Background: an optimization exercise with open tools, aiming at small area. Do not read the settings as production practice. RTL that was checked went through simulation tests only; none was proved equivalent to the original. Function not checked in run 1: the RTL went through the layout flow alone. No activity file was given, so power comes from the tool's default toggle rates.

--- flow/flow/run.sh ---
#!/bin/bash
# Standard ORFS layout (the standard.sh), with the port buffers taken as
# the smallest buffer cell, and clock tree synthesis with clkbuf_8, sink clusters
# of at most 17 and no dummy loads.
set -euo pipefail
export BUFFER_PORTS_ARGS="-buffer_cell sky130_fd_sc_hd__buf_1"
export CTS_ARGS="-sink_clustering_enable -repair_clock_nets -dont_use_dummy_load -buf_list sky130_fd_sc_hd__clkbuf_8 -sink_clustering_size 17 -sink_clustering_max_diameter 70"
bash standard.sh > standard_flow.log 2>&1
--- flow/config.mk ---
export PLATFORM = sky130hd
export DESIGN_NAME = spectrum_bins
export DESIGN_NICKNAME = spectrum_bins
export VERILOG_FILES = /design/flow/design.v
export SDC_FILE = /design/flow/constraint.sdc
export NUM_CORES = 4
export LEC_CHECK = 0
export CAP_MARGIN = 20
export CORE_MARGIN = 2
export CORE_UTILIZATION = 50
export SLEW_MARGIN = 20
--- flow/constraint.sdc ---
create_clock -name core_clock -period 12.0 [get_ports {clk}]
set_input_delay 2.4000 -clock core_clock [delete_from_list [all_inputs] [get_ports {clk}]]
set_output_delay 2.4000 -clock core_clock [all_outputs]
set_load 0.01 [all_outputs]
--- flow/standard.sh ---
#!/bin/bash
# synth_recipe.tcl (not shown) runs the flow's synth.tcl, then flattens the netlist and writes it again
# the make line also repeats each setting of config.mk as NAME=value (left out here)
make -C /OpenROAD-flow-scripts/flow DESIGN_CONFIG=/design/flow/config.mk WORK_HOME=/design/flow/orfs CLKGATE_MAP_FILE= SYNTH_SCRIPT=/design/flow/synth_recipe.tcl "${@:-finish}"
--- flow/design.v ---
module freq_counter(
    input clk,
    input rst,
    input we,
    input start_pipe,
    input start_pipe_n,         
    input [14:0] sel,           
    input [22:0] maxp,
    input [20:0] minq,          
    input cmax,
    input cmin,
    output reg [464:0] freq_cnts
    );
    reg  [30:0] freq_bins [0:14];
    reg  [30:0] cur;
    integer i;
    wire [23:0] x = {1'b0, maxp};
    wire [23:0] y = {3'd0, minq};
    wire [23:0] s = cur[23:0] ^ x ^ y;
    wire [23:0] c = {(cur[22:0] & x[22:0]) | (cur[22:0] & y[22:0]) | (x[22:0] & y[22:0]), cmin};
    wire [30:0] sum;
    wire [6:0]  ka;                  
    wire [23:0] u;                   
    wire [23:0] ucy;                 
    wire [30:0] pre;                 
    wire [4:0]  kb;                  
    genvar g;
    assign ka[0] = cmax;
    generate
        for (g = 0; g < 6; g = g + 1) begin : b0
            assign sum[g]  = s[g] ^ c[g] ^ ka[g];
            assign ka[g+1] = (s[g] & c[g]) | (s[g] & ka[g]) | (c[g] & ka[g]);
        end
        for (g = 6; g < 24; g = g + 1) begin : b123
            if (g % 6 == 0) begin : first
                assign u[g]   = s[g] ^ c[g];
                assign ucy[g] = s[g] & c[g];
                assign pre[g] = 1'b1;
            end else begin : rest
                assign u[g]   = s[g] ^ c[g] ^ ucy[g-1];
                assign ucy[g] = (s[g] & c[g]) | (s[g] & ucy[g-1]) | (c[g] & ucy[g-1]);
                assign pre[g] = pre[g-1] & u[g-1];
            end
            assign sum[g] = u[g] ^ (kb[g / 6] & pre[g]);
        end
        for (g = 24; g < 31; g = g + 1) begin : b4
            if (g == 24) begin : first
                assign pre[g] = 1'b1;
            end else begin : rest
                assign pre[g] = pre[g-1] & cur[g-1];
            end
            assign sum[g] = cur[g] ^ (kb[4] & pre[g]);
        end
    endgenerate
    assign kb[0] = cmax;
    assign kb[1] = ka[6];
    assign kb[2] = ucy[11] | (kb[1] & pre[11] & u[11]);
    assign kb[3] = ucy[17] | (kb[2] & pre[17] & u[17]);
    assign kb[4] = ucy[23] | (kb[3] & pre[23] & u[23]);
    wire        go   = we & ~start_pipe & ~rst;
    wire        keep = ~start_pipe & ~rst;
    wire [14:0] wr   = sel & {15{go}};
    wire [14:0] hold = ~(sel & {15{we}}) & {15{keep}};
    wire        load = start_pipe & ~rst;
    wire        stay = start_pipe_n & ~rst;
    always @(*) begin
        cur = 31'd0;
        for (i = 0; i < 15; i = i + 1)
            cur = cur | (freq_bins[i] & {31{sel[i]}});
    end
    always @(posedge clk) begin
        for (i = 0; i < 15; i = i + 1) begin
            freq_bins[i] <= (sum & {31{wr[i]}}) | (freq_bins[i] & {31{hold[i]}});
            freq_cnts[31 * i +: 31] <= (freq_bins[i] & {31{load}})
                                     | (freq_cnts[31 * i +: 31] & {31{stay}});
        end
    end
endmodule
module spectrum_bins(
    input         clk,
    input         rst,
    input         in_valid,         
    input         in_last,          
    input  [23:0] in_re,            
    input  [23:0] in_im,            
    output [464:0] freq_cnts        
    );
    reg  [3:0]  bin_no;
    reg  [6:0]  offset;
    reg         start_pipe;
    reg         start_pipe_n;
    wire        bin_end = (bin_no == 4'd14) ? (offset == 7'd71) : (offset == 7'd67);
    wire [14:0] sel;
    always @(posedge clk) begin
        if (rst) begin
            bin_no <= 4'd0;
            offset <= 7'd0;
            start_pipe <= 1'b0;
            start_pipe_n <= 1'b1;
        end else begin
            start_pipe <= in_last;
            start_pipe_n <= ~in_last;
            if (in_last) begin
                bin_no <= 4'd0;
                offset <= 7'd0;
            end else if (in_valid) begin
                if (bin_end) begin
                    offset <= 7'd0;
                    bin_no <= (bin_no == 4'd14) ? 4'd0 : bin_no + 4'd1;
                end else begin
                    offset <= offset + 7'd1;
                end
            end
        end
    end
    genvar g;
    generate
        for (g = 0; g < 15; g = g + 1) begin : dec
            assign sel[g] = (bin_no == g);
        end
    endgenerate
    wire        na = in_re[23];
    wire        nb = in_im[23];
    wire        za = na & ~|in_re[22:0];
    wire        zb = nb & ~|in_im[22:0];
    wire [22:0] ap = in_re[22:0] ^ {23{na}};
    wire [22:0] bp = in_im[22:0] ^ {23{nb}};
    wire        a_ge = nb ? (ap > bp) : (ap >= bp);
    wire        a_big = ~za & (zb | a_ge);
    wire        ta = a_big;
    wire        tb = ~a_big & ~zb;
    wire        ua = a_big & ~zb;
    wire        ub = ~a_big & ~za;
    wire [22:0] maxp = ({23{ta}} & ap) | ({23{tb}} & bp);
    wire [22:0] minp = ({23{ua}} & bp) | ({23{ub}} & ap);
    wire        smax = (ta & na) | (tb & nb);
    wire        smin = (ua & nb) | (ub & na);
    wire        cmin = smin & minp[1] & minp[0];
    freq_counter fft_pt2 (clk, rst, in_valid, start_pipe, start_pipe_n, sel,
                          maxp, minp[22:2], smax, cmin, freq_cnts);
endmodule
==> flow_metrics.py, run 1 <==
metrics = {
    "power_and_ir_drop": {
        "leakage_nw": 14.1,
        "peakVddDrop_v": 0.000216,
        "p_per_area_mw_per_mm2": 176,
    },
    "worst_setup_path": {
        "critPathLaunch": "in_re[23]",
        "crit_path_end_kind": "flop",
        "cp.arrival_ns": 11.98,
        "crit_type": "input port to flop",
        "critPathSlowestCell": "xor2_2",
        "slowest_delay_ns": 0.58,
        "cp.required_ns": 12.65,
        "critPathMostFrequentCell": "fa_1",
        "crit_fanout": 15,
        "r2r_start": "bin_no[3]$_SDFFE_PP0P_",
        "cp-start-kind": "input port",
        "cp_top_family": "adder cells",
        "path_buf_inv": 4,
    },
    "place": {
        "hpwl_um": 104000,
        "place.gp.congestion": 0.961,
        "dp_slack_ns": 0.0238,
        "io_buffers": 516,
    },
    "detailed_routing": {
        "route.met2.wl_um": 70000,
        "first_iter_violations": 3774,
        "vias_per_cell": 6.55,
        "via_count": 29900,
        "wl_per_cell_um": 31.8,
        "routed.top_layer": "met4",
        "drc": 0,
        "ant_nets": 0,
        "firstDrtPassIters": 6,
        "routed_wl_um": 145000,
        "wl_met3_um": 13100,
        "wl_met1_um": 51600,
    },
    "global_route": {
        "antenna_found_initial": 2,
        "grt_max_degree": 205,
        "grt_pass1_wl_um": 204000,
        "grt_pass1_vias": 28700,
        "grt.total_usage": 0.391,
        "gr-total-overflow": 0,
    },
    "sta": {
        "skew_ns": 0.0973,
        "max_slew_margin": 0.168,
        "finalWorstSetupSlack_ns": 0.667,
        "worstMarginPinSlew_ns": 1.25,
        "hold_ws_ns": 0.436,
        "rsz0062_at_grt": "no",
        "period_minus_slack_ns": 11.33,
        "max_clock_freq_mhz": 88.2,
        "tns_ns": 0,
        "finalSetupViolations": 0,
        "hold_viol": 0,
        "min_period_over_period": 0.944,
        "slew_violations": 0,
    },
    "cts": {
        "cts_tree": "built",
        "cts_buffers": 67,
        "cts_buffer_depth": 3,
        "cts_root_buffer": "clkbuf_8",
        "cts-hold-fix-buffers": 0,
        "post_cts_buffers": 0,
        "htree_levels": 3,
        "clock-sinks": 943,
        "post_cts_resized": 0,
        "clock_latency_ns": 0.73,
        "path_clk_slew_ns": 0.10,
    },
    "logic_synthesis": {
        "synthArstFlopShare": 0,
        "ys_seq_area_frac": 0.543,
        "syn_area_mm2": 0.0348,
        "synth_edf_count": 0,
        "ys_top_cells_by_count": "943 x dfxtp_1, 677 x a22o_1, 304 x nand2_1, 267 x o21ai_0, 251 x clkbuf_1",
        "ys_warn_count": 3,
        "ys_types": 81,
        "ys.flop_type": "dfxtp_1",
        "syn_nets": 3396,
        "synth_area_leaders": "dfxtp_1 54%, a22o_1 17%, o21ai_0 3.8%, nand2_1 3.3%, a22oi_1 2.8%",
        "synth_area_per_cell_um2": 10.6,
        "synth.top_cell.area_share": 0.543,
        "synth-seq-cells": 943,
        "synth_cells": 3268,
        "synth_top_area_cell": "dfxtp_1",
        "synth_most_common_cell": "dfxtp_1",
    },
    "die": {
        "die_y_um": 268,
        "die_w_um": 268,
        "core.rowCount": 96,
        "pin_count": 517,
        "start_util": 0.506,
        "dieArea_mm2": 0.0717,
        "core_area_mm2": 0.0687,
    },
    "job": {
        "maxCapViolCount": 0,
    },
    "status": {
        "status": "complete, no violations",
    },
    "finish": {
        "layout.nets": 3760,
        "num-fill-cells": 6193,
        "drive_gt1_frac": 0.0592,
        "utilization": 0.558,
        "syn_to_final_growth_pct": 10.2,
    },
    "min_path": {
        "worstHoldPathType": "flop to flop",
        "hold_path.startpoint": "fft_pt2.freq_bins[13][17]$_DFF_P_",
    },
}
[per-stage QoR]
stage,std cells,total power [W],instance area (µm²)
after floorplan,3268,0.00437,34800
after global placement,4493,0.00523,37400
after detailed placement,4493,0.00525,37400
after CTS,4560,0.00668,38300
after global routing,4562,0.00693,38300
final,4563,0.00673,38300
[worst register-to-register path: cells and delay by family, from the launching register on]
kind,cells,cell delay [ns]
compound gates,3,0.53
xor+xnor,1,0.58
fa+ha+maj,9,3.08
buf+inv,6,1.44
flops,1,0.69
simple gates,14,3.37
[layout by cell type (no fill, tap or decap), drive strengths merged, types with 3 or more instances in the layout]
cell       n
a221oi    15
a31oi      4
or4        3
xor2      38
a221o      3
mux2      10
ha        34
a22o     677
and2      21
nor2b      9
nand3b    11
a22oi    128
a21o       6
o21ai    269
nor2      46
o211ai    23
nor3       9
o21a       4
dfxtp    943
a222oi    25
nor4      10
a21oi     25
xnor2     37
fa        42
nand2    304
clkbuf    69
inv       68
a32oi     26
nor3b      4
buf      595
nand4     27
nor4b      5
and3      13
mux2i      7
a211oi     3
o31ai     15
nand2b     7
nand3     60
o2111ai    3
a32o       4
[report_power, final]
| part | switching [W] | leakage (nW) | internal (W) |
|---|---|---|---|
| clock | 0.00100 | 0.482 | 0.000505 |
| sequential | 0.0000289 | 7.60 | 0.00316 |
| combinational | 0.00154 | 6.02 | 0.000500 |
[flip-flops by register name, summed over array words and instances, names as in the netlist]
signal	count
fft_pt2.freq_bins	465
fft_pt2.freq_cnts	465
offset	7
bin_no	4
start_pipe	1
start_pipe_n	1
[kinds of logic after synthesis]
logic type                 after synthesis  synth area share
muxes                                   19           0.00666
AOI/OAI and AO/OA                     1241             0.278
buffers and inverters                  371            0.0437
and+or+nand+nor                        542            0.0732
DFF                                    943             0.543
adders and majority gates               77            0.0367
xor gates and xnor gates                75            0.0193
[worst paths after layout]
path,end,slack (ns),cells after the start
worst max-delay path,fft_pt2.freq_bins[6][29]$_DFF_P_,0.67,38
worst max register to register,fft_pt2.freq_bins[6][29]$_DFF_P_,2.27,33
worst min register to register,fft_pt2.freq_cnts[420]$_DFF_P_,0.44,1
worst min-delay path,fft_pt2.freq_cnts[420]$_DFF_P_,0.44,1
[metal layers]
layer  up-vias  GRT usage
met5         -          0
met4         0      0.244
met3       408     0.0772
li1      12800          -
met1     14800      0.456
met2      1816      0.662
[area by class of cell]
type | instances | area (µm²) | area share
Sequential cell | 943 | 18900 | 0.492
Multi-Input combinational cell | 1954 | 14500 | 0.379
Timing Repair Buffer | 597 | 2580 | 0.0673
Tap cell | 931 | 1160 | 0.0304
Clock buffer | 67 | 922 | 0.0241
Inverter | 69 | 259 | 0.00676
Antenna cell | 2 | 5.00 | 0.000131
==> inputs of run 2 (changes only) <==
--- a/flow/design.v
+++ b/flow/design.v
@@ -19,43 +19,87 @@
     wire [23:0] s = cur[23:0] ^ x ^ y;
     wire [23:0] c = {(cur[22:0] & x[22:0]) | (cur[22:0] & y[22:0]) | (x[22:0] & y[22:0]), cmin};
-    wire [30:0] sum;
-    wire [6:0]  ka;                  
-    wire [23:0] u;                   
-    wire [23:0] ucy;                 
-    wire [30:0] pre;                 
-    wire [4:0]  kb;                  
-    genvar g;
-    assign ka[0] = cmax;
+    wire [23:0] gg = s & c;
+    wire [23:0] pp = s ^ c;
+    wire [23:0] G0 = {gg[23:1], gg[0] | (pp[0] & cmax)}, P0 = pp;
+    wire [23:0] G1, P1, G2, P2, G3, P3, G4, P4, G5, P5;
+    genvar t;
     generate
-        for (g = 0; g < 6; g = g + 1) begin : b0
-            assign sum[g]  = s[g] ^ c[g] ^ ka[g];
-            assign ka[g+1] = (s[g] & c[g]) | (s[g] & ka[g]) | (c[g] & ka[g]);
+        for (t = 0; t < 24; t = t + 1) begin : up1
+            if (t % 2 == 1) begin : n
+                assign G1[t] = G0[t] | (P0[t] & G0[t-1]);
+                assign P1[t] = P0[t] & P0[t-1];
+            end else begin : k
+                assign G1[t] = G0[t];
+                assign P1[t] = P0[t];
+            end
         end
-        for (g = 6; g < 24; g = g + 1) begin : b123
-            if (g % 6 == 0) begin : first
-                assign u[g]   = s[g] ^ c[g];
-                assign ucy[g] = s[g] & c[g];
-                assign pre[g] = 1'b1;
-            end else begin : rest
-                assign u[g]   = s[g] ^ c[g] ^ ucy[g-1];
-                assign ucy[g] = (s[g] & c[g]) | (s[g] & ucy[g-1]) | (c[g] & ucy[g-1]);
-                assign pre[g] = pre[g-1] & u[g-1];
+        for (t = 0; t < 24; t = t + 1) begin : up2
+            if (t % 4 == 3) begin : n
+                assign G2[t] = G1[t] | (P1[t] & G1[t-2]);
+                assign P2[t] = P1[t] & P1[t-2];
+            end else begin : k
+                assign G2[t] = G1[t];
+                assign P2[t] = P1[t];
             end
-            assign sum[g] = u[g] ^ (kb[g / 6] & pre[g]);
         end
-        for (g = 24; g < 31; g = g + 1) begin : b4
-            if (g == 24) begin : first
-                assign pre[g] = 1'b1;
-            end else begin : rest
-                assign pre[g] = pre[g-1] & cur[g-1];
+        for (t = 0; t < 24; t = t + 1) begin : up3
+            if (t % 8 == 7) begin : n
+                assign G3[t] = G2[t] | (P2[t] & G2[t-4]);
+                assign P3[t] = P2[t] & P2[t-4];
+            end else begin : k
+                assign G3[t] = G2[t];
+                assign P3[t] = P2[t];
             end
-            assign sum[g] = cur[g] ^ (kb[4] & pre[g]);
+        end
+        for (t = 0; t < 24; t = t + 1) begin : up4
+            if (t == 15) begin : n
+                assign G4[t] = G3[t] | (P3[t] & G3[t-8]);
+                assign P4[t] = P3[t] & P3[t-8];
+            end else if (t == 23) begin : m
+                assign G4[t] = G3[t] | (P3[t] & G3[t-8]);
+                assign P4[t] = P3[t] & P3[t-8];
+            end else begin : k
+                assign G4[t] = G3[t];
+                assign P4[t] = P3[t];
+            end
         end
     endgenerate
-    assign kb[0] = cmax;
-    assign kb[1] = ka[6];
-    assign kb[2] = ucy[11] | (kb[1] & pre[11] & u[11]);
-    assign kb[3] = ucy[17] | (kb[2] & pre[17] & u[17]);
-    assign kb[4] = ucy[23] | (kb[3] & pre[23] & u[23]);
+    wire [23:0] GP, PP;
+    generate
+        for (t = 0; t < 24; t = t + 1) begin : dn
+            if (t == 0 || t == 1 || t == 3 || t == 7 || t == 15) begin : root
+                assign GP[t] = (t == 0) ? G0[0] : (t == 1) ? G1[1] : (t == 3) ? G2[3] : (t == 7) ? G3[7] : G4[15];
+                assign PP[t] = (t == 0) ? P0[0] : (t == 1) ? P1[1] : (t == 3) ? P2[3] : (t == 7) ? P3[7] : P4[15];
+            end else if (t == 23) begin : top
+                assign GP[t] = G4[23] | (P4[23] & GP[15]);
+                assign PP[t] = P4[23] & PP[15];
+            end else if (t % 8 == 7) begin : s8
+                assign GP[t] = G3[t] | (P3[t] & GP[t-8]);
+                assign PP[t] = P3[t] & PP[t-8];
+            end else if (t % 4 == 3) begin : s4
+                assign GP[t] = G2[t] | (P2[t] & GP[t-4]);
+                assign PP[t] = P2[t] & PP[t-4];
+            end else if (t % 2 == 1) begin : s2
+                assign GP[t] = G1[t] | (P1[t] & GP[t-2]);
+                assign PP[t] = P1[t] & PP[t-2];
+            end else begin : s1
+                assign GP[t] = G0[t] | (P0[t] & GP[t-1]);
+                assign PP[t] = P0[t] & PP[t-1];
+            end
+        end
+    endgenerate
+    wire [24:0] kk = {GP, cmax};
+    wire        k24 = kk[24];
+    wire [30:0] sum;
+    wire [6:0]  pre;
+    genvar g;
+    assign sum[23:0] = pp ^ kk[23:0];
+    assign pre[0] = 1'b1;
+    generate
+        for (g = 1; g < 7; g = g + 1) begin : inc
+            assign pre[g] = pre[g-1] & cur[23+g];
+        end
+    endgenerate
+    assign sum[30:24] = cur[30:24] ^ ({7{k24}} & pre);
     wire        go   = we & ~start_pipe & ~rst;
     wire        keep = ~start_pipe & ~rst;
==> run 2 against run 1 <==
Die area increased by 0.51%. Count of clock-buffer cells in the layout is 6 lower. Combinational power decreased by 8%. Largest cell class unchanged. Highest routed layer is now met5.
==> flow_metrics.py, run 2 <==
metrics = {
    "worst_setup_path": {
        "cp.arrival_ns": 10.00,
        "regToRegEndpoint": "fft_pt2.freq_bins[11][25]$_DFF_P_",
        "cp-start-kind": "input port",
        "crit_type": "input port to flop",
        "slowest_delay_ns": 0.62,
        "r2r_slack_ns": 4.53,
        "crit_fanout": 32,
        "cp_top_family": "compound AO/OA/AOI/OAI gates",
        "path_buf_inv": 7,
        "rr_worst_depth": 21,
        "crit_path_end_kind": "flop",
        "critPathSlowestCell": "a21oi_1",
        "r2r_start": "bin_no[0]$_SDFFE_PP0P_",
        "cp.required_ns": 12.62,
    },
    "logic_synthesis": {
        "synth_top_area_cell": "dfxtp_1",
        "synthMuxAreaShare": 0.0112,
        "synth_compound_area_frac": 0.286,
        "synth_most_common_cell": "dfxtp_1",
        "ys_warn_count": 3,
        "synth_area_per_cell_um2": 10.8,
        "ys_top_cells_by_count": "943 x dfxtp_1, 701 x a22o_1, 281 x nand2_1, 265 x clkbuf_1, 201 x o21ai_0",
        "synth_cells": 3246,
        "synthArstFlopShare": 0,
        "synth_top_family_by_area": "compound AO/OA/AOI/OAI gates",
        "synth_xor_area_frac": 0.0168,
        "ys_seq_area_frac": 0.540,
        "synth_adder_area_share": 0.0366,
        "yosys.area_share.simple": 0.0692,
        "ys.flop_type": "dfxtp_1",
        "synth_edf_count": 0,
        "synth_area_leaders": "dfxtp_1 54%, a22o_1 18%, nand2_1 3.0%, o21ai_0 2.9%, clkbuf_1 2.8%",
        "syn_nets": 3379,
        "ys_types": 74,
        "synth.top_cell.area_share": 0.540,
        "synth-seq-cells": 943,
        "syn_area_mm2": 0.0350,
    },
    "global_route": {
        "grt_max_degree": 219,
        "grt_pass1_wl_um": 201000,
        "grt.total_usage": 0.382,
        "grt_pass1_vias": 28300,
        "antenna_found_initial": 5,
        "gr-total-overflow": 0,
    },
    "min_path": {
        "hold_path.startpoint": "fft_pt2.freq_bins[11][13]$_DFF_P_",
        "worstHoldPathType": "flop to flop",
        "hold_end": "fft_pt2.freq_cnts[354]$_DFF_P_",
        "hold_path_depth": 1,
    },
    "cts": {
        "cts_tree": "built",
        "cts_buffer_depth": 3,
        "htree_levels": 2,
        "cts-hold-fix-buffers": 0,
        "clock-sinks": 943,
        "post_cts_resized": 0,
        "path_clk_slew_ns": 0.11,
        "cts_buffers": 61,
        "post_cts_buffers": 0,
        "cts_root_buffer": "clkbuf_8",
        "clock_latency_ns": 0.81,
    },
    "power_and_ir_drop": {
        "p_per_area_mw_per_mm2": 169,
        "pwr-share-clk": 0.221,
        "leakage_nw": 14.0,
        "peakVddDrop_v": 0.000245,
        "p_comb_frac": 0.288,
        "seq_power_share": 0.490,
        "p_sw_w": 0.00242,
        "p_int_w": 0.00407,
        "p_sw_frac": 0.373,
    },
    "finish": {
        "final_cell_mix": "943 x dfxtp_1, 701 x a22o_1, 514 x buf_1",
        "final_common_cell": "dfxtp_1",
        "reg_top3": "fft_pt2.freq_bins x465, fft_pt2.freq_cnts x465, offset x7",
        "drive_gt1_frac": 0.0550,
        "syn_to_final_growth_pct": 9.79,
        "layout.nets": 3701,
        "utilization": 0.557,
    },
    "sta": {
        "finalWorstSetupSlack_ns": 2.62,
        "min_period_over_period": 0.782,
        "finalSetupViolations": 0,
        "tns_ns": 0,
        "worstMarginPinSlew_ns": 1.29,
        "hold_viol": 0,
        "max_clock_freq_mhz": 107,
        "skew_ns": 0.135,
        "slew_violations": 0,
        "max_slew_margin": 0.140,
        "period_minus_slack_ns": 9.38,
        "rsz0062_at_grt": "no",
    },
    "die": {
        "start_util": 0.507,
        "die_w_um": 268,
        "dieArea_mm2": 0.0721,
        "pin_count": 517,
        "core_area_mm2": 0.0689,
        "die_y_um": 268,
        "core.rowCount": 96,
    },
    "detailed_routing": {
        "via_count": 30000,
        "firstDrtPassIters": 6,
        "routed_wl_um": 143000,
        "wl_per_cell_um": 31.7,
        "drc": 0,
        "first_iter_violations": 3866,
        "ant_nets": 0,
        "vias_per_cell": 6.67,
    },
    "place": {
        "dp_slack_ns": 1.99,
        "io_buffers": 516,
        "hpwl_um": 99800,
        "place.gp.congestion": 0.936,
    },
    "status": {
        "status": "complete, no violations",
    },
    "job": {
        "maxCapViolCount": 0,
    },
}
-- run 2: layout make-up --
type	instances	area, µm²
antenna	2	5.00
inverter	34	128
clock buffer	61	840
sequential	943	18900
fill	6166	30600
timing repair buffer	580	2440
tap	931	1160
multi-input combinational	1948	14900
-- run 2: worst register-to-register path, delay by kind of cell, from the launching register on --
kind,cells,cell delay [ns]
buffers and inverters,6,1.63
adder cells (fa/ha/maj),4,1.34
AND/OR/NAND/NOR,3,1.63
XOR/XNOR,1,0.44
AO/OA/AOI/OAI,7,2.04
flip-flops,1,0.33
-- run 2: logic make-up after synthesis --
group	Yosys count
compound gates	1267
xor+xnor	67
fa+ha+maj	82
buf+inv	355
flops	943
mux	38
simple gates	494
-- run 2: power groups by stage --
stage / clock (W) / sequential (W) / combinational [W]
after floorplan: 0 / 0.00325 / 0.00110
after global placement: 0 / 0.00326 / 0.00175
after detailed placement: 0 / 0.00326 / 0.00181
after CTS: 0.00144 / 0.00318 / 0.00181
after global routing: 0.00155 / 0.00319 / 0.00196
final: 0.00144 / 0.00319 / 0.00187
-- run 2: metal layers --
| layer | up-vias | GRT usage | part of all wire |
|---|---|---|---|
| met1 | 14900 | 0.505 | 0.39 |
| met3 | 380 | 0.0791 | 0.10 |
| met5 | - | 0 | 0.00020 |
| li1 | 12800 | - | - |
| met2 | 1908 | 0.602 | 0.45 |
| met4 | 4 | 0.174 | 0.051 |
-- run 2: stage by stage --
step                instances  hold slack (ns)  total power (W)  area (µm²)
global route             4498            0.448          0.00669       38400
finish                   4499            0.433          0.00650       38400
CTS                      4497            0.409          0.00643       38400
floorplan                3246            0.440          0.00434       35000
detailed placement       4436            0.462          0.00506       37500
global placement         4436            0.459          0.00500       37500
-- run 2: worst max path at each step --
| stage | startpoint | end | slack, ns | cells after the start |
|---|---|---|---|---|
| 2_1_floorplan | in_re[23] | fft_pt2.freq_bins[1][15]$_DFF_P_ | 3.24 | 29 |
| 4_1_cts | in_re[23] | fft_pt2.freq_bins[12][29]$_DFF_P_ | 2.68 | 24 |
| 3_3_place_gp | in_re[23] | fft_pt2.freq_bins[1][26]$_DFF_P_ | 2.16 | 22 |
| 6_report | in_re[23] | fft_pt2.freq_bins[11][25]$_DFF_P_ | 2.62 | 26 |
| 5_1_grt | in_re[23] | fft_pt2.freq_bins[11][23]$_DFF_P_ | 2.17 | 25 |
| 3_5_place_dp | in_re[23] | fft_pt2.freq_bins[7][29]$_DFF_P_ | 1.99 | 24 |
==> inputs of run 3 (changes only) <==
==> flow/flow/run.sh (replaced) <==
#!/bin/bash
# Standard ORFS layout (the standard.sh), with the port buffers taken as
# the smallest buffer cell, and clock tree synthesis with clkbuf_8, sink clusters
# of at most 14 and no dummy loads.
set -euo pipefail
export BUFFER_PORTS_ARGS="-buffer_cell sky130_fd_sc_hd__buf_1"
export CTS_ARGS="-sink_clustering_enable -repair_clock_nets -dont_use_dummy_load -buf_list sky130_fd_sc_hd__clkbuf_8 -sink_clustering_size 14 -sink_clustering_max_diameter 60"
bash standard.sh > standard_flow.log 2>&1
--- a/flow/config.mk
+++ b/flow/config.mk
@@ -8,4 +8,4 @@
 export CAP_MARGIN = 20
 export CORE_MARGIN = 2
-export CORE_UTILIZATION = 50
+export CORE_UTILIZATION = 60
 export SLEW_MARGIN = 20
==> run 3 against run 2 <==
Still clean. Register-to-register slack improved by 0.57 ns. Combinational power about the same. Setup slack improved by 0.059 ns. Global-route usage increased by 5.4 points. Sequential power about the same. Count of clock-buffer cells in the layout increased by 17. Maximum frequency increased by 0.64%. Largest power group unchanged. Highest routed layer unchanged.
==> flow_metrics.py, run 3 <==
metrics = {
    "worst_setup_path": {
        "regToRegEndpoint": "fft_pt2.freq_bins[5][15]$_DFF_P_",
        "cp_cell_sequence": "clkbuf_2, nor4b_1, nand4_1, or2_1, and3_1, and4_1, o21ai_1, buf_4, o22ai_1, fa_1, inv_1, fa_1, inv_1, fa_1, a211oi_1, o21bai_1, o211ai_1, a31oi_1, a21o_1, a21oi_1, fa_1, xor2_1, o21ai_0",
        "r2r_start": "bin_no[0]$_SDFFE_PP0P_",
        "critPathSlowestCell": "a31oi_1",
        "endpoint": "fft_pt2.freq_bins[7][23]$_DFF_P_",
        "slowest_delay_ns": 0.67,
        "crit_fanout": 26,
        "crit_type": "input port to flop",
        "critPathLaunch": "in_im[23]",
        "cp.arrival_ns": 9.84,
        "r2r_slack_ns": 5.10,
        "cp.required_ns": 12.52,
        "rr_worst_depth": 17,
        "critPathMostFrequentCell": "fa_1",
        "cp-start-kind": "input port",
        "crit_path_end_kind": "flop",
    },
    "logic_synthesis": {
        "ys.flop_type": "dfxtp_1",
        "synth_top_area_cell": "dfxtp_1",
        "synth_compound_area_frac": 0.286,
        "synth_area_per_cell_um2": 10.8,
        "ys_types": 74,
        "synth-seq-cells": 943,
        "synth_most_common_cell": "dfxtp_1",
        "synth_area_leaders": "dfxtp_1 54%, a22o_1 18%, nand2_1 3.0%, o21ai_0 2.9%, clkbuf_1 2.8%",
        "synth.top_cell.area_share": 0.540,
        "ys_top_cells_by_count": "943 x dfxtp_1, 701 x a22o_1, 281 x nand2_1, 265 x clkbuf_1, 201 x o21ai_0",
        "synth_adder_area_share": 0.0366,
        "ys_warn_count": 3,
        "synth_cells": 3246,
        "synth_edf_count": 0,
        "synthMuxAreaShare": 0.0112,
        "syn_nets": 3379,
        "yosys.area_share.simple": 0.0692,
        "ys_seq_area_frac": 0.540,
        "syn_area_mm2": 0.0350,
        "synthArstFlopShare": 0,
        "synth_top_family_by_area": "compound AO/OA/AOI/OAI gates",
        "synth_xor_area_frac": 0.0168,
    },
    "power_and_ir_drop": {
        "p_per_area_mw_per_mm2": 172,
        "leakage_nw": 14.1,
        "peakVddDrop_v": 0.000160,
    },
    "cts": {
        "cts_buffer_depth": 3,
        "cts_buffers": 78,
        "post_cts_buffers": 0,
        "clock-sinks": 943,
        "post_cts_resized": 0,
        "htree_levels": 3,
        "cts-hold-fix-buffers": 0,
        "path_clk_slew_ns": 0.09,
        "cts_root_buffer": "clkbuf_8",
        "clock_latency_ns": 0.70,
        "cts_tree": "built",
    },
    "global_route": {
        "gr-total-overflow": 0,
        "grt.total_usage": 0.436,
        "grt_max_degree": 115,
        "grt_pass1_wl_um": 194000,
        "grt_pass1_vias": 29000,
        "antenna_found_initial": 3,
    },
    "place": {
        "place.gp.congestion": 0.979,
        "dp_slack_ns": 2.07,
        "io_buffers": 516,
        "hpwl_um": 94100,
        "post_dp_cell_area_mm2": 0.0374,
        "placedCellCount": 4268,
    },
    "detailed_routing": {
        "ant_nets": 0,
        "wl_per_cell_um": 31.3,
        "drc": 0,
        "firstDrtPassIters": 8,
        "via_count": 30700,
        "routed_wl_um": 136000,
        "vias_per_cell": 7.06,
        "first_iter_violations": 4358,
    },
    "sta": {
        "max_clock_freq_mhz": 107,
        "hold_viol": 0,
        "min_period_over_period": 0.777,
        "finalSetupViolations": 0,
        "rsz0062_at_grt": "no",
        "finalWorstSetupSlack_ns": 2.68,
        "skew_ns": 0.0729,
        "tns_ns": 0,
        "max_slew_margin": 0.151,
        "hold_ws_ns": 0.477,
        "slew_violations": 0,
        "period_minus_slack_ns": 9.32,
        "worstMarginPinSlew_ns": 1.27,
    },
    "finish": {
        "fin_area_mm2": 0.0385,
        "syn_to_final_growth_pct": 9.99,
        "layout.nets": 3716,
        "final_cell_mix": "943 x dfxtp_1, 701 x a22o_1, 513 x buf_1",
        "drive_gt1_frac": 0.0567,
        "fin_cells": 4350,
        "final_common_cell": "dfxtp_1",
        "reg_top3": "fft_pt2.freq_bins x465, fft_pt2.freq_cnts x465, offset x7",
        "num-fill-cells": 4547,
    },
    "status": {
        "status": "complete, no violations",
    },
    "die": {
        "pin_count": 517,
        "die_w_um": 245,
        "core.rowCount": 88,
        "die_y_um": 245,
        "core_area_mm2": 0.0577,
        "start_util": 0.606,
        "dieArea_mm2": 0.0602,
    },
    "job": {
        "maxCapViolCount": 0,
    },
    "min_path": {
        "worstHoldPathType": "flop to flop",
    },
}
==> run 3: cell counts after synthesis <==
Identical to the previous run, type by type.
==> run 3: worst max-delay path, delay by kind of cell <==
family	cells	cell delay, ns
xor+xnor	1	0.67
buf+inv	4	1.01
fa+ha+maj	4	1.63
simple gates	5	1.99
compound gates	9	2.09
==> run 3: logic make-up (layout without fill, tap and decap cells) <==
| group | after synthesis | in the layout |
|---|---|---|
| other | 0 | 4 |
| adders and majority gates | 82 | 82 |
| muxes | 38 | 38 |
| DFF | 943 | 943 |
| buffers and inverters | 355 | 690 |
| AOI/OAI and AO/OA | 1267 | 1267 |
| xor gates and xnor gates | 67 | 67 |
| and+or+nand+nor | 494 | 494 |
==> run 3: how the worst min path moves through the flow <==
stage	startpoint	endpoint	slack (ns)	depth (start not counted)
floorplan	fft_pt2.freq_bins[0][28]$_DFF_P_	fft_pt2.freq_bins[0][28]$_DFF_P_	0.44	2
global placement	fft_pt2.freq_bins[7][0]$_DFF_P_	fft_pt2.freq_bins[7][0]$_DFF_P_	0.46	2
detailed placement	fft_pt2.freq_cnts[260]$_DFF_P_	fft_pt2.freq_cnts[260]$_DFF_P_	0.46	1
CTS	fft_pt2.freq_bins[6][5]$_DFF_P_	fft_pt2.freq_cnts[191]$_DFF_P_	0.48	1
global route	fft_pt2.freq_bins[6][5]$_DFF_P_	fft_pt2.freq_cnts[191]$_DFF_P_	0.49	1
finish	fft_pt2.freq_bins[6][5]$_DFF_P_	fft_pt2.freq_cnts[191]$_DFF_P_	0.48	1
==> run 3: routing by layer <==
layer,up-vias,part of all wire,wire [µm],global-route usage
met3,572,0.13,18300,0.124
met4,2,0.065,8900,0.258
li1,12900,-,-,-
met1,14900,0.36,49300,0.554
met5,-,0.000088,12,0
met2,2400,0.44,59900,0.660
==> run 3: layout make-up <==
class                           instances  area (µm²)  share of cell area
Inverter                               34         128             0.00332
Sequential cell                       943       18900               0.491
Tap cell                              765         957              0.0249
Multi-Input combinational cell       1948       15000               0.389
Timing Repair Buffer                  578        2450              0.0637
Clock buffer                           78        1070              0.0279
Antenna cell                            4        10.0            0.000260
==> run 3: per-stage QoR <==
step / total power (W) / util
after CTS: 0.00651 / 0.666
final: 0.00662 / 0.666
after detailed placement: 0.00500 / 0.647
after floorplan: 0.00434 / -
after global routing: 0.00679 / 0.666
after global placement: 0.00495 / 0.646
==> run 3: power by group <==
group / switching [W] / total [W] / internal (W) / leakage, nW
sequential: 0.0000308 / 0.00319 / 0.00316 / 7.60
clock: 0.000996 / 0.00158 / 0.000583 / 0.561
combinational: 0.00139 / 0.00185 / 0.000465 / 5.97
total: 0.00241 / 0.00662 / 0.00420 / 14.1
==> inputs of run 4 (changes only) <==
--- a/flow/config.mk
+++ b/flow/config.mk
@@ -8,4 +8,4 @@
 export CAP_MARGIN = 20
 export CORE_MARGIN = 2
-export CORE_UTILIZATION = 60
+export CORE_UTILIZATION = 50
 export SLEW_MARGIN = 20
==> run 4 against run 3 <==
Sequential cell count unchanged. Clock power about the same. Still clean on timing, DRC and antenna. Combinational power about the same. Cell area increased by 0.52%. Total power increased by 0.58%. Critical endpoint is now fft_pt2.freq_bins[9][25]$_DFF_P_. Critical path type unchanged. Synthesized cell count unchanged. Sequential share of layout area decreased by 0.25 points. Register-to-register slack got worse by 0.64 ns. Count of clock-buffer cells in the layout unchanged. Maximum frequency decreased by 0.77%.
==> flow_metrics.py, run 4 <==
metrics = {
    "status": {
        "status": "complete, no violations",
    },
    "logic_synthesis": {
        "synth_most_common_cell": "dfxtp_1",
        "synth_edf_count": 0,
        "synth-seq-cells": 943,
        "ys.flop_type": "dfxtp_1",
        "synth_cells": 3246,
        "synth_area_per_cell_um2": 10.8,
        "ys_warn_count": 3,
        "synth_top_area_cell": "dfxtp_1",
        "syn_nets": 3379,
        "synth_area_leaders": "dfxtp_1 54%, a22o_1 18%, nand2_1 3.0%, o21ai_0 2.9%, clkbuf_1 2.8%",
        "ys_top_cells_by_count": "943 x dfxtp_1, 701 x a22o_1, 281 x nand2_1, 265 x clkbuf_1, 201 x o21ai_0",
        "synthArstFlopShare": 0,
        "synth.top_cell.area_share": 0.540,
        "ys_seq_area_frac": 0.540,
        "syn_area_mm2": 0.0350,
        "ys_types": 74,
    },
    "worst_setup_path": {
        "crit_fanout": 32,
        "cp.required_ns": 12.61,
        "crit_type": "input port to flop",
        "critPathLaunch": "in_re[23]",
        "path_buf_inv": 7,
        "slowest_delay_ns": 0.62,
        "cp-start-kind": "input port",
        "r2r_start": "bin_no[0]$_SDFFE_PP0P_",
        "critPathSlowestCell": "a21oi_1",
        "crit_path_end_kind": "flop",
        "cp.arrival_ns": 10.00,
        "cp_top_family": "compound AO/OA/AOI/OAI gates",
    },
    "global_route": {
        "grt.total_usage": 0.384,
        "gr-total-overflow": 0,
        "antenna_found_initial": 3,
        "grt_max_degree": 219,
        "grt_pass1_wl_um": 202000,
        "grt_pass1_vias": 28600,
    },
    "detailed_routing": {
        "via_count": 30200,
        "ant_nets": 0,
        "firstDrtPassIters": 9,
        "routed_wl_um": 143000,
        "vias_per_cell": 6.68,
        "drc": 0,
        "first_iter_violations": 4007,
        "wl_per_cell_um": 31.7,
    },
    "finish": {
        "reg_top3": "fft_pt2.freq_bins x465, fft_pt2.freq_cnts x465, offset x7",
        "final_cell_mix": "943 x dfxtp_1, 701 x a22o_1, 514 x buf_1",
        "ff_latch_area_mm2": 0.0189,
        "num-fill-cells": 6150,
        "final_common_cell": "dfxtp_1",
        "layout.nets": 3719,
        "drive_gt1_frac": 0.0597,
        "fin_area_mm2": 0.0387,
        "multi_input_area_mm2": 0.0149,
        "syn_to_final_growth_pct": 10.6,
    },
    "sta": {
        "max_clock_freq_mhz": 106,
        "slew_violations": 0,
        "finalSetupViolations": 0,
        "hold_ws_ns": 0.457,
        "period_minus_slack_ns": 9.39,
        "min_period_over_period": 0.783,
        "worstMarginPinSlew_ns": 1.27,
        "skew_ns": 0.0748,
        "tns_ns": 0,
        "max_slew_margin": 0.148,
        "rsz0062_at_grt": "no",
        "hold_viol": 0,
    },
    "die": {
        "start_util": 0.507,
        "die_y_um": 268,
        "core_area_mm2": 0.0689,
        "core.rowCount": 96,
        "pin_count": 517,
        "die_w_um": 268,
        "dieArea_mm2": 0.0721,
    },
    "job": {
        "maxCapViolCount": 0,
    },
    "place": {
        "io_buffers": 516,
        "post_dp_cell_area_mm2": 0.0375,
        "hpwl_um": 99800,
        "place.gp.congestion": 0.936,
    },
    "cts": {
        "clock-sinks": 943,
        "cts_buffers": 78,
        "path_clk_slew_ns": 0.10,
        "htree_levels": 3,
        "clock_latency_ns": 0.73,
        "cts_root_buffer": "clkbuf_8",
        "cts-hold-fix-buffers": 0,
        "cts_tree": "built",
        "post_cts_resized": 0,
        "cts_buffer_depth": 3,
        "post_cts_buffers": 0,
    },
    "min_path": {
        "worstHoldPathType": "flop to flop",
        "hold_path.startpoint": "fft_pt2.freq_bins[11][17]$_DFF_P_",
    },
    "power_and_ir_drop": {
        "p_per_area_mw_per_mm2": 172,
        "peakVddDrop_v": 0.000246,
        "leakage_nw": 14.2,
        "finalPower_w": 0.00666,
    },
}
run 4: cell count changes in the layout (fill, tap and decap cells not counted), moves of 3 or more:
cell and change:
xnor2_2 +4, nand2_1 -4, buf_4 +3, nand2_2 +4
xnor2_1 -4, a21oi_2 +12, a21oi_4 -12
run 4: routing by layer:
layer	up-vias	global-route usage	part of all wire
li1	12900	-	-
met1	15000	0.509	0.39
met2	1948	0.606	0.46
met3	370	0.0775	0.10
met4	2	0.173	0.048
met5	-	0	0.000084
run 4: per-stage QoR:
stage / setup slack, ns / utilization / cells
global placement: 2.16 / 0.544 / 4436
global route: 2.13 / 0.560 / 4516
CTS: 2.66 / 0.560 / 4514
detailed placement: 1.99 / 0.544 / 4436
finish: 2.61 / 0.561 / 4520
floorplan: 3.24 / - / 3246
run 4: logic make-up after synthesis:
group,Yosys count,share of synthesized area
AO/OA/AOI/OAI,1267,0.286
XOR/XNOR,67,0.0168
adder cells (fa/ha/maj),82,0.0366
buffers and inverters,355,0.0407
flip-flops,943,0.540
multiplexers,38,0.0112
AND/OR/NAND/NOR,494,0.0692
run 4: power by group:
group | total, W | switching, W | internal [W]
clock | 0.00160 | 0.00102 | 0.000583
combinational | 0.00187 | 0.00141 | 0.000463
sequential | 0.00318 | 0.0000286 | 0.00316
total | 0.00666 | 0.00245 | 0.00420
run 4: cell type report:
class | instances | share of cell area
Timing Repair Buffer | 581 | 0.0640
Inverter | 34 | 0.00330
Antenna cell | 5 | 0.000324
Clock buffer | 78 | 0.0278
Tap cell | 931 | 0.0301
Multi-Input combinational cell | 1948 | 0.386
Sequential cell | 943 | 0.488
run 4: worst paths after layout:
check                                     end  slack, ns  depth (start not counted)
max          fft_pt2.freq_bins[9][25]$_DFF_P_       2.61                         26
max reg2reg  fft_pt2.freq_bins[9][25]$_DFF_P_       4.46                         21
min reg2reg    fft_pt2.freq_cnts[358]$_DFF_P_       0.46                          1
min            fft_pt2.freq_cnts[358]$_DFF_P_       0.46                          1
==> inputs of run 5 (changes only) <==
--- a/flow/design.v
+++ b/flow/design.v
@@ -22,5 +22,5 @@
     wire [23:0] pp = s ^ c;
     wire [23:0] G0 = {gg[23:1], gg[0] | (pp[0] & cmax)}, P0 = pp;
-    wire [23:0] G1, P1, G2, P2, G3, P3, G4, P4, G5, P5;
+    wire [23:0] G1, P1, G2, P2, G3, P3, G4, P4;
     genvar t;
     generate
@@ -53,8 +53,5 @@
         end
         for (t = 0; t < 24; t = t + 1) begin : up4
-            if (t == 15) begin : n
-                assign G4[t] = G3[t] | (P3[t] & G3[t-8]);
-                assign P4[t] = P3[t] & P3[t-8];
-            end else if (t == 23) begin : m
+            if (t == 15 || t == 23) begin : n
                 assign G4[t] = G3[t] | (P3[t] & G3[t-8]);
                 assign P4[t] = P3[t] & P3[t-8];
@@ -65,25 +62,19 @@
         end
     endgenerate
-    wire [23:0] GP, PP;
+    wire [23:0] GP;
     generate
         for (t = 0; t < 24; t = t + 1) begin : dn
             if (t == 0 || t == 1 || t == 3 || t == 7 || t == 15) begin : root
                 assign GP[t] = (t == 0) ? G0[0] : (t == 1) ? G1[1] : (t == 3) ? G2[3] : (t == 7) ? G3[7] : G4[15];
-                assign PP[t] = (t == 0) ? P0[0] : (t == 1) ? P1[1] : (t == 3) ? P2[3] : (t == 7) ? P3[7] : P4[15];
             end else if (t == 23) begin : top
                 assign GP[t] = G4[23] | (P4[23] & GP[15]);
-                assign PP[t] = P4[23] & PP[15];
             end else if (t % 8 == 7) begin : s8
                 assign GP[t] = G3[t] | (P3[t] & GP[t-8]);
-                assign PP[t] = P3[t] & PP[t-8];
             end else if (t % 4 == 3) begin : s4
                 assign GP[t] = G2[t] | (P2[t] & GP[t-4]);
-                assign PP[t] = P2[t] & PP[t-4];
             end else if (t % 2 == 1) begin : s2
                 assign GP[t] = G1[t] | (P1[t] & GP[t-2]);
-                assign PP[t] = P1[t] & PP[t-2];
             end else begin : s1
                 assign GP[t] = G0[t] | (P0[t] & GP[t-1]);
-                assign PP[t] = P0[t] & PP[t-1];
             end
         end
==> flow/flow/run.sh (replaced) <==
#!/bin/bash
# Standard ORFS layout (the standard.sh), with the port buffers taken as
# the smallest buffer cell, and clock tree synthesis with clkbuf_8, sink clusters
# of at most 16 and no dummy loads.
set -euo pipefail
export BUFFER_PORTS_ARGS="-buffer_cell sky130_fd_sc_hd__buf_1"
export CTS_ARGS="-sink_clustering_enable -repair_clock_nets -dont_use_dummy_load -buf_list sky130_fd_sc_hd__clkbuf_8 -sink_clustering_size 16 -sink_clustering_max_diameter 60"
bash standard.sh > standard_flow.log 2>&1
==> run 5 against run 4 <==
Final cell count fell by 0.18%. Synthesized cell count did not move. Clock skew rose by 0.018 ns.
==> flow_metrics.py, run 5 <==
metrics = {
    "logic_synthesis": {
        "synth.top_cell.area_share": 0.540,
        "synth_edf_count": 0,
        "synth-seq-cells": 943,
        "ys_warn_count": 3,
        "syn_nets": 3379,
        "synth_top_area_cell": "dfxtp_1",
        "syn_area_mm2": 0.0350,
        "ys_seq_area_frac": 0.540,
        "synthArstFlopShare": 0,
        "synth_area_leaders": "dfxtp_1 54%, a22o_1 18%, nand2_1 3.0%, o21ai_0 2.9%, clkbuf_1 2.8%",
        "ys_types": 74,
        "ys.flop_type": "dfxtp_1",
        "ys_top_cells_by_count": "943 x dfxtp_1, 701 x a22o_1, 281 x nand2_1, 265 x clkbuf_1, 201 x o21ai_0",
        "synth_area_per_cell_um2": 10.8,
        "synth_cells": 3246,
        "synth_most_common_cell": "dfxtp_1",
    },
    "cts": {
        "cts_buffers": 71,
        "clock_latency_ns": 0.72,
        "cts_root_buffer": "clkbuf_8",
        "htree_levels": 3,
        "cts-hold-fix-buffers": 0,
        "post_cts_buffers": 0,
        "path_clk_slew_ns": 0.10,
        "cts_tree": "built",
        "post_cts_resized": 0,
        "cts_buffer_depth": 3,
        "clock-sinks": 943,
    },
    "detailed_routing": {
        "first_iter_violations": 3957,
        "ant_nets": 0,
        "drc": 0,
        "vias_per_cell": 6.68,
        "wl_per_cell_um": 31.7,
        "firstDrtPassIters": 6,
        "via_count": 30100,
        "routed_wl_um": 143000,
    },
    "worst_setup_path": {
        "slowest_delay_ns": 0.81,
        "crit_fanout": 32,
        "cp_top_family": "compound AO/OA/AOI/OAI gates",
        "r2r_slack_ns": 4.51,
        "cp-start-kind": "input port",
        "crit_path_end_kind": "flop",
        "path_buf_inv": 5,
        "cp.required_ns": 12.48,
        "r2r_start": "bin_no[0]$_SDFFE_PP0P_",
        "path_depth": 25,
        "critPathMostFrequentCell": "fa_1",
        "rr_worst_depth": 19,
        "cp.arrival_ns": 9.91,
        "critPathSlowestCell": "xor2_1",
        "crit_type": "input port to flop",
        "regToRegEndpoint": "fft_pt2.freq_bins[10][28]$_DFF_P_",
    },
    "sta": {
        "min_period_over_period": 0.786,
        "finalSetupViolations": 0,
        "slew_violations": 0,
        "max_clock_freq_mhz": 106,
        "hold_viol": 0,
        "rsz0062_at_grt": "no",
        "max_slew_margin": 0.145,
        "tns_ns": 0,
        "period_minus_slack_ns": 9.43,
        "hold_ws_ns": 0.464,
        "worstMarginPinSlew_ns": 1.28,
        "skew_ns": 0.0927,
    },
    "min_path": {
        "hold_path_depth": 1,
        "hold_path.startpoint": "fft_pt2.freq_bins[0][8]$_DFF_P_",
        "worstHoldPathType": "flop to flop",
        "hold_end": "fft_pt2.freq_cnts[8]$_DFF_P_",
    },
    "finish": {
        "utilization": 0.559,
        "fin_area_mm2": 0.0385,
        "syn_to_final_growth_pct": 10.2,
        "layout.nets": 3711,
        "reg_top3": "fft_pt2.freq_bins x465, fft_pt2.freq_cnts x465, offset x7",
        "final_cell_mix": "943 x dfxtp_1, 701 x a22o_1, 514 x buf_1",
        "final_common_cell": "dfxtp_1",
        "drive_gt1_frac": 0.0573,
    },
    "place": {
        "hpwl_um": 99800,
        "post_dp_cell_area_mm2": 0.0375,
        "place.gp.congestion": 0.936,
        "io_buffers": 516,
    },
    "die": {
        "core.rowCount": 96,
        "die_w_um": 268,
        "dieArea_mm2": 0.0721,
        "pin_count": 517,
        "die_y_um": 268,
        "start_util": 0.507,
        "core_area_mm2": 0.0689,
    },
    "power_and_ir_drop": {
        "peakVddDrop_v": 0.000248,
        "finalPower_w": 0.00660,
        "leakage_nw": 14.1,
        "p_per_area_mw_per_mm2": 171,
    },
    "global_route": {
        "grt.total_usage": 0.383,
        "antenna_found_initial": 6,
        "grt_max_degree": 219,
        "grt_pass1_vias": 28500,
        "gr-total-overflow": 0,
        "grt_pass1_wl_um": 202000,
    },
    "job": {
        "maxCapViolCount": 0,
    },
    "status": {
        "status": "complete, no violations",
    },
}
## run 5: worst max path at each step
stage               from  slack, ns                                end
4_1_cts        in_re[23]       2.68  fft_pt2.freq_bins[12][29]$_DFF_P_
3_5_place_dp   in_re[23]       1.99   fft_pt2.freq_bins[7][29]$_DFF_P_
6_report       in_re[23]       2.57   fft_pt2.freq_bins[8][23]$_DFF_P_
5_1_grt        in_re[23]       2.08   fft_pt2.freq_bins[1][23]$_DFF_P_
3_3_place_gp   in_re[23]       2.16   fft_pt2.freq_bins[1][26]$_DFF_P_
2_1_floorplan  in_re[23]       3.24   fft_pt2.freq_bins[1][15]$_DFF_P_
## run 5: area by class of cell
cell class,count,area [µm²]
fill,6157,30400
sequential,943,18900
multi-input combinational,1948,14900
timing repair buffer,580,2440
tap,931,1160
clock buffer,71,977
inverter,34,128
antenna,5,12.5
## run 5: stage by stage
step / std cells / setup slack [ns]
floorplan: 3246 / 3.24
global route: 4509 / 2.08
finish: 4512 / 2.57
global placement: 4436 / 2.16
detailed placement: 4436 / 1.99
CTS: 4507 / 2.68
## run 5: logic make-up after synthesis
family	Yosys count	synth area share
compound gates	1267	0.286
xor+xnor	67	0.0168
fa+ha+maj	82	0.0366
buf+inv	355	0.0407
flops	943	0.540
mux	38	0.0112
simple gates	494	0.0692
## run 5: power by group
part / total [W] / leakage (nW) / internal (W) / switching (W)
Sequential: 0.00319 / 7.60 / 0.00316 / 0.0000288
Combinational: 0.00188 / 5.99 / 0.000463 / 0.00142
Clock: 0.00154 / 0.511 / 0.000534 / 0.00100
## run 5: worst reg2reg max path: cells and delay by family (launching register included)
kind | cells | cell delay (ns)
AO/OA/AOI/OAI | 8 | 2.94
buffers and inverters | 5 | 1.32
AND/OR/NAND/NOR | 3 | 1.62
flip-flops | 1 | 0.32
adder cells (fa/ha/maj) | 3 | 1.10
## run 5: layer usage
| layer | part of all wire | vias up | track usage |
|---|---|---|---|
| li1 | - | 12900 | - |
| met1 | 0.39 | 14900 | 0.503 |
| met2 | 0.45 | 1958 | 0.602 |
| met3 | 0.11 | 391 | 0.0833 |
| met4 | 0.052 | 2 | 0.180 |
| met5 | 0.000091 | - | 0 |
==> inputs of run 6 (changes only) <==
==> flow/flow/run.sh (replaced) <==
#!/bin/bash
# Standard ORFS layout (the standard.sh), with the port buffers taken as
# the smallest buffer cell, and clock tree synthesis with clkbuf_8, sink clusters
# of at most 16 and no dummy loads.
set -euo pipefail
export BUFFER_PORTS_ARGS="-buffer_cell sky130_fd_sc_hd__buf_1"
export CTS_ARGS="-sink_clustering_enable -repair_clock_nets -dont_use_dummy_load -buf_list sky130_fd_sc_hd__clkbuf_8 -sink_clustering_size 16 -sink_clustering_max_diameter 45"
bash standard.sh > standard_flow.log 2>&1
==> run 6 against run 5 <==
Still clean on timing, DRC and antenna. Global-route usage grew 0.10 points. Count of clock-buffer cells in the layout grew 37. Die area unchanged. Cell area rose by 1.3%. Non-clock buffer count unchanged. Synthesized cell count unchanged. Sequential power is essentially flat. Core utilization up 0.73 points. Clock power is about 20% higher. Maximum frequency up 0.50%. First-iteration DRC count down 1.9%. Hold slack got worse by 0.018 ns. Highest routed layer unchanged.
==> flow_metrics.py, run 6 <==
metrics = {
    "worst_setup_path": {
        "critPathMostFrequentCell": "fa_1",
        "crit_fanout": 32,
        "rr_worst_depth": 21,
        "r2r_slack_ns": 4.52,
        "cp.arrival_ns": 9.91,
        "regToRegEndpoint": "fft_pt2.freq_bins[7][25]$_DFF_P_",
        "cp_top_family": "compound AO/OA/AOI/OAI gates",
        "path_buf_inv": 5,
        "crit_type": "input port to flop",
        "cp-start-kind": "input port",
        "critPathSlowestCell": "xor2_1",
        "slowest_delay_ns": 0.80,
        "r2r_start": "bin_no[0]$_SDFFE_PP0P_",
        "crit_path_end_kind": "flop",
        "critPathLaunch": "in_re[23]",
        "cp.required_ns": 12.53,
    },
    "detailed_routing": {
        "drc": 0,
        "first_iter_violations": 3883,
        "vias_per_cell": 6.65,
        "firstDrtPassIters": 8,
        "ant_nets": 0,
        "routed_wl_um": 143000,
        "wl_per_cell_um": 31.5,
        "via_count": 30200,
    },
    "sta": {
        "hold_viol": 0,
        "skew_ns": 0.144,
        "period_minus_slack_ns": 9.39,
        "worstMarginPinSlew_ns": 1.28,
        "slew_violations": 0,
        "finalSetupViolations": 0,
        "max_clock_freq_mhz": 107,
        "tns_ns": 0,
        "hold_ws_ns": 0.445,
        "min_period_over_period": 0.782,
        "rsz0062_at_grt": "no",
        "max_slew_margin": 0.149,
    },
    "min_path": {
        "hold_path.startpoint": "fft_pt2.freq_bins[10][27]$_DFF_P_",
        "hold_end": "fft_pt2.freq_cnts[337]$_DFF_P_",
        "worstHoldPathType": "flop to flop",
        "hold_path_depth": 1,
    },
    "place": {
        "place.gp.congestion": 0.936,
        "hpwl_um": 99800,
        "io_buffers": 516,
    },
    "logic_synthesis": {
        "syn_nets": 3379,
        "yosys.area_share.simple": 0.0692,
        "ys_seq_area_frac": 0.540,
        "synthMuxAreaShare": 0.0112,
        "ys.flop_type": "dfxtp_1",
        "synth-seq-cells": 943,
        "synth_cells": 3246,
        "ys_top_cells_by_count": "943 x dfxtp_1, 701 x a22o_1, 281 x nand2_1, 265 x clkbuf_1, 201 x o21ai_0",
        "synth_most_common_cell": "dfxtp_1",
        "synth_compound_area_frac": 0.286,
        "synthArstFlopShare": 0,
        "synth_top_area_cell": "dfxtp_1",
        "synth_adder_area_share": 0.0366,
        "synth_edf_count": 0,
        "synth_top_family_by_area": "compound AO/OA/AOI/OAI gates",
        "synth_area_per_cell_um2": 10.8,
        "ys_types": 74,
        "ys_warn_count": 3,
        "synth.top_cell.area_share": 0.540,
        "synth_xor_area_frac": 0.0168,
        "synth_area_leaders": "dfxtp_1 54%, a22o_1 18%, nand2_1 3.0%, o21ai_0 2.9%, clkbuf_1 2.8%",
        "syn_area_mm2": 0.0350,
    },
    "finish": {
        "reg_top3": "fft_pt2.freq_bins x465, fft_pt2.freq_cnts x465, offset x7",
        "final_common_cell": "dfxtp_1",
        "syn_to_final_growth_pct": 11.6,
        "final_cell_mix": "943 x dfxtp_1, 701 x a22o_1, 514 x buf_1",
        "drive_gt1_frac": 0.0673,
        "layout.nets": 3748,
    },
    "cts": {
        "post_cts_resized": 0,
        "clock_latency_ns": 0.77,
        "cts_buffers": 108,
        "post_cts_buffers": 0,
        "htree_levels": 3,
        "cts-hold-fix-buffers": 0,
        "cts_tree": "built",
        "path_clk_slew_ns": 0.08,
        "clock-sinks": 943,
        "cts_buffer_depth": 3,
        "cts_root_buffer": "clkbuf_8",
    },
    "die": {
        "core_area_mm2": 0.0689,
        "die_y_um": 268,
        "core.rowCount": 96,
        "die_w_um": 268,
        "pin_count": 517,
        "start_util": 0.507,
        "dieArea_mm2": 0.0721,
    },
    "power_and_ir_drop": {
        "leakage_nw": 14.4,
        "peakVddDrop_v": 0.000261,
        "p_per_area_mw_per_mm2": 177,
    },
    "job": {
        "maxCapViolCount": 0,
    },
    "global_route": {
        "grt_pass1_wl_um": 202000,
        "grt_pass1_vias": 28800,
        "antenna_found_initial": 5,
        "gr-total-overflow": 0,
        "grt.total_usage": 0.384,
        "grt_max_degree": 219,
    },
    "status": {
        "status": "complete, no violations",
    },
}
run 6: area by class of cell:
class	count	area (µm²)
repair buffers	580	2440
fillers	6108	29900
clock buffers	108	1490
multi-input cells	1948	14900
inverters	34	128
flip-flops and latches	943	18900
diodes	3	7.51
well taps	931	1160
run 6: worst max path at each step:
stage	end	cells past startpoint
3_5_place_dp	fft_pt2.freq_bins[7][29]$_DFF_P_	24
3_3_place_gp	fft_pt2.freq_bins[1][26]$_DFF_P_	22
4_1_cts	fft_pt2.freq_bins[9][29]$_DFF_P_	24
5_1_grt	fft_pt2.freq_bins[12][23]$_DFF_P_	25
6_report	fft_pt2.freq_bins[12][23]$_DFF_P_	25
2_1_floorplan	fft_pt2.freq_bins[1][15]$_DFF_P_	29
run 6: worst register-to-register path, stage by stage (launching register included):
cell	delay, ns
dfxtp_1	0.31
buf_4	0.49
nor2b_1	0.62
and2_1	0.75
buf_4	0.50
a22oi_1	0.14
nand4_1	0.25
fa_1	0.46
inv_1	0.07
fa_1	0.17
inv_1	0.06
fa_1	0.48
a211oi_1	0.28
o21bai_1	0.19
o211ai_1	0.27
a31oi_1	0.38
a21oi_1	0.62
inv_2	0.19
ha_1	0.24
xor2_1	0.44
buf_4	0.31
a22o_1	0.15
run 6: routing by layer:
layer | GRT usage | part of all wire | routed length, µm | vias to the layer above
li1 | - | - | - | 12900
met1 | 0.499 | 0.39 | 55700 | 15000
met2 | 0.602 | 0.45 | 64900 | 1936
met3 | 0.0877 | 0.11 | 15200 | 392
met4 | 0.190 | 0.053 | 7580 | 4
met5 | 0 | 0.00017 | 25 | -
run 6: cells by family after synthesis:
kind of cell             count (synthesis)
AO/OA/AOI/OAI                         1267
flip-flops                             943
AND/OR/NAND/NOR                        494
buffers and inverters                  355
adder cells (fa/ha/maj)                 82
XOR/XNOR                                67
multiplexers                            38
run 6: through the flow:
| stage | cell area (µm²) | cells | utilization | setup WS, ns | total power, W |
|---|---|---|---|---|---|
| 2_1_floorplan | 35000 | 3246 | - | 3.24 | 0.00434 |
| 3_3_place_gp | 37500 | 4436 | 0.544 | 2.16 | 0.00500 |
| 3_5_place_dp | 37500 | 4436 | 0.544 | 1.99 | 0.00506 |
| 4_1_cts | 39000 | 4544 | 0.566 | 2.73 | 0.00685 |
| 5_1_grt | 39000 | 4545 | 0.566 | 2.15 | 0.00712 |
| 6_report | 39000 | 4547 | 0.566 | 2.61 | 0.00691 |
run 6: where the power goes:
group          switching [W]  internal (W)
sequential         0.0000285       0.00316
clock                0.00106      0.000793
combinational        0.00141      0.000463
total                0.00250       0.00441
==> inputs of run 7 (changes only) <==
==> flow/flow/run.sh (replaced) <==
#!/bin/bash
# Standard ORFS layout (the standard.sh), with the port buffers taken as
# the smallest buffer cell, and clock tree synthesis with clkbuf_16, sink clusters
# of at most 24 and no dummy loads.
set -euo pipefail
export BUFFER_PORTS_ARGS="-buffer_cell sky130_fd_sc_hd__buf_1"
export CTS_ARGS="-sink_clustering_enable -repair_clock_nets -dont_use_dummy_load -buf_list sky130_fd_sc_hd__clkbuf_16 -sink_clustering_size 24 -sink_clustering_max_diameter 60"
bash standard.sh > standard_flow.log 2>&1
==> run 7 against run 6 <==
Final cell count decreased by 1.2%. Register-to-register slack better by 0.04 ns. Largest cell class unchanged. Core utilization shrank 0.22 points. Critical path depth is 1 higher. Highest routed layer unchanged. Combinational power barely moved. Count of clock-buffer cells in the layout fell by 55. First-iteration DRC count up 2.7%. Setup slack lost 0.058 ns. Via count decreased by 0.32%.
==> flow_metrics.py, run 7 <==
metrics = {
    "sta": {
        "hold_viol": 0,
        "rsz0062_at_grt": "no",
        "max_clock_freq_mhz": 106,
        "max_slew_margin": 0.152,
        "slew_violations": 0,
        "worstMarginPinSlew_ns": 1.27,
        "tns_ns": 0,
        "period_minus_slack_ns": 9.44,
        "finalSetupViolations": 0,
        "skew_ns": 0.0956,
        "min_period_over_period": 0.787,
    },
    "cts": {
        "post_cts_resized": 0,
        "clock_latency_ns": 0.67,
        "cts-hold-fix-buffers": 0,
        "htree_levels": 2,
        "cts_tree": "built",
        "post_cts_buffers": 0,
        "path_clk_slew_ns": 0.08,
        "cts_buffer_depth": 3,
        "cts_root_buffer": "clkbuf_16",
        "clock-sinks": 943,
        "cts_buffers": 53,
    },
    "die": {
        "die_w_um": 268,
        "die_y_um": 268,
        "core_area_mm2": 0.0689,
        "dieArea_mm2": 0.0721,
        "core.rowCount": 96,
        "start_util": 0.507,
        "pin_count": 517,
    },
    "detailed_routing": {
        "drc": 0,
        "vias_per_cell": 6.70,
        "wl_per_cell_um": 31.7,
        "routed_wl_um": 143000,
        "via_count": 30100,
        "first_iter_violations": 3988,
        "ant_nets": 0,
        "firstDrtPassIters": 8,
    },
    "logic_synthesis": {
        "synth.top_cell.area_share": 0.540,
        "synth_edf_count": 0,
        "ys_top_cells_by_count": "943 x dfxtp_1, 701 x a22o_1, 281 x nand2_1, 265 x clkbuf_1, 201 x o21ai_0",
        "synth_area_leaders": "dfxtp_1 54%, a22o_1 18%, nand2_1 3.0%, o21ai_0 2.9%, clkbuf_1 2.8%",
        "syn_nets": 3379,
        "ys_types": 74,
        "synth_most_common_cell": "dfxtp_1",
        "ys.flop_type": "dfxtp_1",
        "ys_seq_area_frac": 0.540,
        "ys_warn_count": 3,
        "syn_area_mm2": 0.0350,
        "synth-seq-cells": 943,
        "synth_cells": 3246,
        "synth_top_area_cell": "dfxtp_1",
        "synthArstFlopShare": 0,
        "synth_area_per_cell_um2": 10.8,
    },
    "place": {
        "place.gp.congestion": 0.936,
        "io_buffers": 516,
        "hpwl_um": 99800,
    },
    "global_route": {
        "grt.total_usage": 0.381,
        "grt_max_degree": 219,
        "grt_pass1_wl_um": 201000,
        "antenna_found_initial": 5,
        "grt_pass1_vias": 28300,
        "gr-total-overflow": 0,
    },
    "power_and_ir_drop": {
        "peakVddDrop_v": 0.000246,
        "p_sw_w": 0.00245,
        "p_int_w": 0.00440,
        "leakage_nw": 14.2,
        "p_comb_frac": 0.273,
        "seq_power_share": 0.465,
        "pwr-share-clk": 0.262,
        "p_sw_frac": 0.357,
        "p_per_area_mw_per_mm2": 176,
    },
    "worst_setup_path": {
        "cp.arrival_ns": 9.98,
        "crit_type": "input port to flop",
        "cp-start-kind": "input port",
        "crit_fanout": 32,
        "cp.required_ns": 12.53,
        "crit_path_end_kind": "flop",
    },
    "min_path": {
        "worstHoldPathType": "flop to flop",
    },
    "finish": {
        "ff_latch_area_mm2": 0.0189,
        "layout.nets": 3694,
        "final_common_cell": "dfxtp_1",
        "reg_top3": "fft_pt2.freq_bins x465, fft_pt2.freq_cnts x465, offset x7",
        "syn_to_final_growth_pct": 11.2,
        "final_cell_mix": "943 x dfxtp_1, 701 x a22o_1, 514 x buf_1",
        "num-fill-cells": 6111,
        "utilization": 0.564,
        "drive_gt1_frac": 0.0531,
        "multi_input_area_mm2": 0.0149,
    },
    "status": {
        "status": "complete, no violations",
    },
    "job": {
        "maxCapViolCount": 0,
    },
}
[run 7: cell counts after synthesis]
Identical to the previous run, type by type.
[run 7: worst max-delay path: stages]
cell and delay (ns):
clkbuf_2 0.47, xnor2_1 0.46, inv_1 0.10, ha_1 0.30, and3_1 0.20, nand3_1 0.10
nor3_1 0.39, nand3_1 0.22, o211ai_1 0.26, buf_4 0.42, mux2i_1 0.31, fa_1 0.44
inv_1 0.07, fa_1 0.17, inv_1 0.06, fa_1 0.48, a211oi_1 0.29, o21bai_1 0.18
o211ai_1 0.27, a31oi_1 0.37, a21oi_1 0.61, inv_2 0.19, ha_1 0.24, xor2_1 0.45
buf_4 0.31, a22o_1 0.14
[run 7: final timing paths]
| check | startpoint | endpoint | slack, ns | cells past startpoint |
|---|---|---|---|---|
| max | in_re[23] | fft_pt2.freq_bins[8][25]$_DFF_P_ | 2.56 | 26 |
| min | fft_pt2.freq_bins[13][22]$_DFF_P_ | fft_pt2.freq_cnts[425]$_DFF_P_ | 0.47 | 1 |
| max reg2reg | bin_no[0]$_SDFFE_PP0P_ | fft_pt2.freq_bins[8][25]$_DFF_P_ | 4.56 | 21 |
| min reg2reg | fft_pt2.freq_bins[13][22]$_DFF_P_ | fft_pt2.freq_cnts[425]$_DFF_P_ | 0.47 | 1 |
[run 7: cell type report]
class,count,area share
inverter,34,0.00328
multi-input combinational,1948,0.384
clock buffer,53,0.0341
sequential,943,0.486
antenna,3,0.000193
tap,931,0.0300
timing repair buffer,581,0.0632
[run 7: logic make-up (layout without fill, tap and decap cells)]
family                   after synthesis  in the layout  share of synthesized area
adder cells (fa/ha/maj)               82             82                     0.0366
multiplexers                          38             38                     0.0112
XOR/XNOR                              67             67                     0.0168
buffers and inverters                355            668                     0.0407
AO/OA/AOI/OAI                       1267           1267                      0.286
other                                  0              3                          0
flip-flops                           943            943                      0.540
AND/OR/NAND/NOR                      494            494                     0.0692
[run 7: power groups by stage]
stage                     Clock, W  Combinational, W  Sequential [W]
after CTS                  0.00180           0.00181         0.00318
after global placement           0           0.00175         0.00326
final                      0.00180           0.00187         0.00318
after detailed placement         0           0.00181         0.00326
after global routing       0.00191           0.00195         0.00319
after floorplan                  0           0.00110         0.00325
[run 7: metal layers]
metal	vias to the layer above	track usage	routed length (µm)
li1	12800	-	-
met1	15100	0.502	56500
met2	1834	0.597	64300
met3	399	0.0805	14200
met4	6	0.181	7450
met5	-	0	41
[run 7: stage by stage]
step           setup WS, ns  total power (W)  instance area, µm²  cells  hold WS [ns]
6_report               2.56          0.00685               38900   4493         0.470
5_1_grt                2.08          0.00705               38900   4490         0.479
4_1_cts                2.58          0.00679               38800   4489         0.453
3_5_place_dp           1.99          0.00506               37500   4436         0.462
3_3_place_gp           2.16          0.00500               37500   4436         0.459
2_1_floorplan          3.24          0.00434               35000   3246         0.440

Setup slack of run 7, layout unchanged: 2.556 ns with ideal ports, 2.602 ns with driving cells assumed (clock clkbuf_16, inputs buf_2), 1.915 ns with port delays also shifted by the 0.687 ns mid clock arrival.
